From an optimization exercise on the open Yosys and OpenROAD flow, aimed at small area and a short achievable clock period; shortcuts taken in it are not production practice. The RTL was checked by simulation tests, not by an equivalence proof against the original design. Power is estimated from default activity; no workload was simulated.

build 17:
Design schoolbook, start of the top module:
module schoolbook(clk, rst, a, b, c);
input clk;
input rst;
input [282:0] a;
input [282:0] b;
output [565:0] c;
reg  [282:0] am;
reg  [282:0] hi;
reg  [282:0] lo;
reg  [8:0]   count;
reg          first;
reg          done;
wire         bn = first ? b[1] : lo[1];
wire [282:0] g0 = hi & am;
wire [282:0] p0 = hi ^ am;
wire g1_1 = g0[1] | (p0[1] & g0[0]);
wire p1_1 = p0[1] & p0[0];
wire g1_3 = g0[3] | (p0[3] & g0[2]);
wire p1_3 = p0[3] & p0[2];
wire g1_5 = g0[5] | (p0[5] & g0[4]);
wire p1_5 = p0[5] & p0[4];
wire g1_7 = g0[7] | (p0[7] & g0[6]);
wire p1_7 = p0[7] & p0[6];
wire g1_9 = g0[9] | (p0[9] & g0[8]);
wire p1_9 = p0[9] & p0[8];
wire g1_11 = g0[11] | (p0[11] & g0[10]);
wire p1_11 = p0[11] & p0[10];
wire g1_13 = g0[13] | (p0[13] & g0[12]);
wire p1_13 = p0[13] & p0[12];
wire g1_15 = g0[15] | (p0[15] & g0[14]);
wire p1_15 = p0[15] & p0[14];
wire g1_17 = g0[17] | (p0[17] & g0[16]);
wire p1_17 = p0[17] & p0[16];
wire g1_19 = g0[19] | (p0[19] & g0[18]);
wire p1_19 = p0[19] & p0[18];
wire g1_21 = g0[21] | (p0[21] & g0[20]);
wire p1_21 = p0[21] & p0[20];
wire g1_23 = g0[23] | (p0[23] & g0[22]);
wire p1_23 = p0[23] & p0[22];
wire g1_25 = g0[25] | (p0[25] & g0[24]);
wire p1_25 = p0[25] & p0[24];
wire g1_27 = g0[27] | (p0[27] & g0[26]);
wire p1_27 = p0[27] & p0[26];
wire g1_29 = g0[29] | (p0[29] & g0[28]);
  ...
For scale: about 3700 cells after synthesis, about 0.043 sq mm of cells after synthesis.
==> flow/config.mk <==
export PLATFORM = sky130hd
export DESIGN_NAME = schoolbook
export DESIGN_NICKNAME = schoolbook
export VERILOG_FILES = /design/flow/design.v
export SDC_FILE = /design/flow/constraint.sdc
export NUM_CORES = 4
export LEC_CHECK = 0
export CAP_MARGIN = 20
export CORE_AREA = 5 5 395 395
export DIE_AREA = 0 0 400 400
export PLACE_DENSITY = 0.35
export SLEW_MARGIN = 40
==> flow/constraint.sdc <==
create_clock -name core_clock -period 14.0 [get_ports {clk}]
set_input_delay 2.8000 -clock core_clock [delete_from_list [all_inputs] [get_ports {clk}]]
set_output_delay 2.8000 -clock core_clock [all_outputs]
set_load 0.01 [all_outputs]
standard.sh (not shown) runs the stock make flow with config.mk's settings and CLKGATE_MAP_FILE= SYNTH_SCRIPT=/design/flow/synth_recipe.tcl, a recipe that flattens the netlist after the stock synthesis.
==> flow/flow/run.sh <==
#!/bin/bash
set -euo pipefail
bash standard.sh SETUP_SLACK_MARGIN=9.85 BUFFER_PORTS_ARGS="-buffer_cell sky130_fd_sc_hd__buf_1" CTS_ARGS="-sink_clustering_enable -repair_clock_nets -dont_use_dummy_load" finish > standard.log 2>&1
Build 17 went all the way through the flow, and no timing, DRC or antenna check failed.
Edits applied to the flow inputs when going from build 17 to build 89:
==> flow/flow/run.sh <==
#!/bin/bash
set -euo pipefail
bash standard.sh SETUP_SLACK_MARGIN=9.75 BUFFER_PORTS_ARGS="-buffer_cell sky130_fd_sc_hd__buf_1" CTS_ARGS="-sink_clustering_enable -repair_clock_nets -dont_use_dummy_load" finish > standard.log 2>&1
- Build 89: PASS, flow complete, no timing, DRC or antenna violations
- Summary: with build 17 as the reference, filler-free cell count of the finished design in build 89 moved down by a few percent.
- Wire length on met1 essentially unchanged between build 17 and build 89.
- Sort build 17 and build 89 by buffering overhead, ascending, and build 89 comes first.
- Relative to build 17, the global-route wire length before repair measured on build 89 has decreased slightly.
> inputs changed (build 89 -> build 81)
- a change of PLACE_DENSITY from 0.35 to 0.45
==> flow/flow/run.sh <==
#!/bin/bash
set -euo pipefail
bash standard.sh SETUP_SLACK_MARGIN=9.75 BUFFER_PORTS_ARGS="-buffer_cell sky130_fd_sc_hd__buf_1" finish > standard.log 2>&1
Findings:
Total number of nets in the final design (build 81 vs. build 89) increases slightly. As far as total sequential power is concerned, build 89 and build 81 perform about the same. Combinational power came out higher on build 81 than on build 89. Compared to build 89, the routing of build 81 uses less wire. Share of the core filled with cells in the final layout: build 81 > build 89. Build 81 ends up with higher share of final layout cell area taken by non-clock buffers than build 89 does. Build 89 -> build 81: post-cts gate resize count increased by more than a quarter. Final design area excluding fillers: higher on build 81. Build 81 — share of total power in combinational logic 1.2 points lower, build 89 as reference. The via count of the first global-routing pass of build 89 and that of build 81 are within noise of each other.
--- input diff build 81..build 60 ---
- PLACE_DENSITY changed from 0.45 to 0.35
- GPL_ROUTABILITY_DRIVEN newly set to 0
==> flow/flow/run.sh <==
#!/bin/bash
set -euo pipefail
bash standard.sh SETUP_SLACK_MARGIN=9.75 BUFFER_PORTS_ARGS="-buffer_cell sky130_fd_sc_hd__buf_1" CTS_ARGS="-sink_clustering_enable -repair_clock_nets -dont_use_dummy_load" finish > standard.log 2>&1
### Flow results
- Sort build 60 and build 81 by average wire per cell in the routed design desc -> top: build 60
- Build 81 → build 60: actual transition at the worst max-transition pin went up, first-iteration DRC count now sits lower, global routing met1 resource utilization went down 0.88 points.
- Compared with build 81, build 60 shows a lower final-layout clock buffer total.
Input changes introduced in build 4 (baseline for comparison: build 60):
- clearing GPL_ROUTABILITY_DRIVEN, which used to be 0
==> flow/flow/run.sh <==
#!/bin/bash
set -euo pipefail
bash standard.sh SETUP_SLACK_MARGIN=9.75 BUFFER_PORTS_ARGS="-buffer_cell sky130_fd_sc_hd__buf_1" CTS_ARGS="-sink_clustering_enable -repair_clock_nets -dont_use_dummy_load -sink_clustering_size 30 -sink_clustering_max_diameter 80" finish > standard.log 2>&1
==> comparison <==
- NOTE: number of standard cells in the layout, taps in and fillers out in build 4 falls short of that of build 60
- Build 4 vs build 60: via count down slightly
- Build 4 against build 60: height of the die level; clock power share fell by 4.6 points.

-- afterwards: timing with drivers on the ports --
No port has a modelled driver above. Below, the same layouts with a new extraction and two added sets of constraints.
Step 1 sets driving cells, clkbuf_16 on the clock port and buf_2 on the other inputs (assumed; they add their load-dependent delay and slew).
Step 2 also shifts input and output timing later by t, the mid clock arrival at the registers, as if the neighbouring blocks saw the same clock.
a / b / c = ideal ports / drivers / drivers and shift; a / b = the first two.
| run | shift t [ns] | setup WS [ns] | hold slack, ns | worst data-port slew with drivers (ns) | cell pins on the clock port's net |
|---|---|---|---|---|---|
| build 17 | 0.776 | 9.750 / 9.666 / 9.218 | 0.489 / 0.489 / 0.489 | 0.25 | 1 |
| build 89 | 0.770 | 9.753 / 9.670 / 9.210 | 0.489 / 0.489 / 0.489 | 0.25 | 1 |
| build 81 | 0.793 | 9.721 / 9.639 / 9.216 | 0.493 / 0.493 / 0.493 | 0.30 | 1 |
| build 60 | 0.783 | 9.751 / 9.667 / 9.150 | 0.487 / 0.487 / 0.487 | 0.22 | 1 |
| build 4 | 0.747 | 9.721 / 9.636 / 9.222 | 0.492 / 0.492 / 0.492 | 0.24 | 1 |
After both steps setup and hold are still met in every run listed. The setup slack of build 60, which loses most, moves by -0.084 ns with the drivers and by -0.601 ns with both steps.
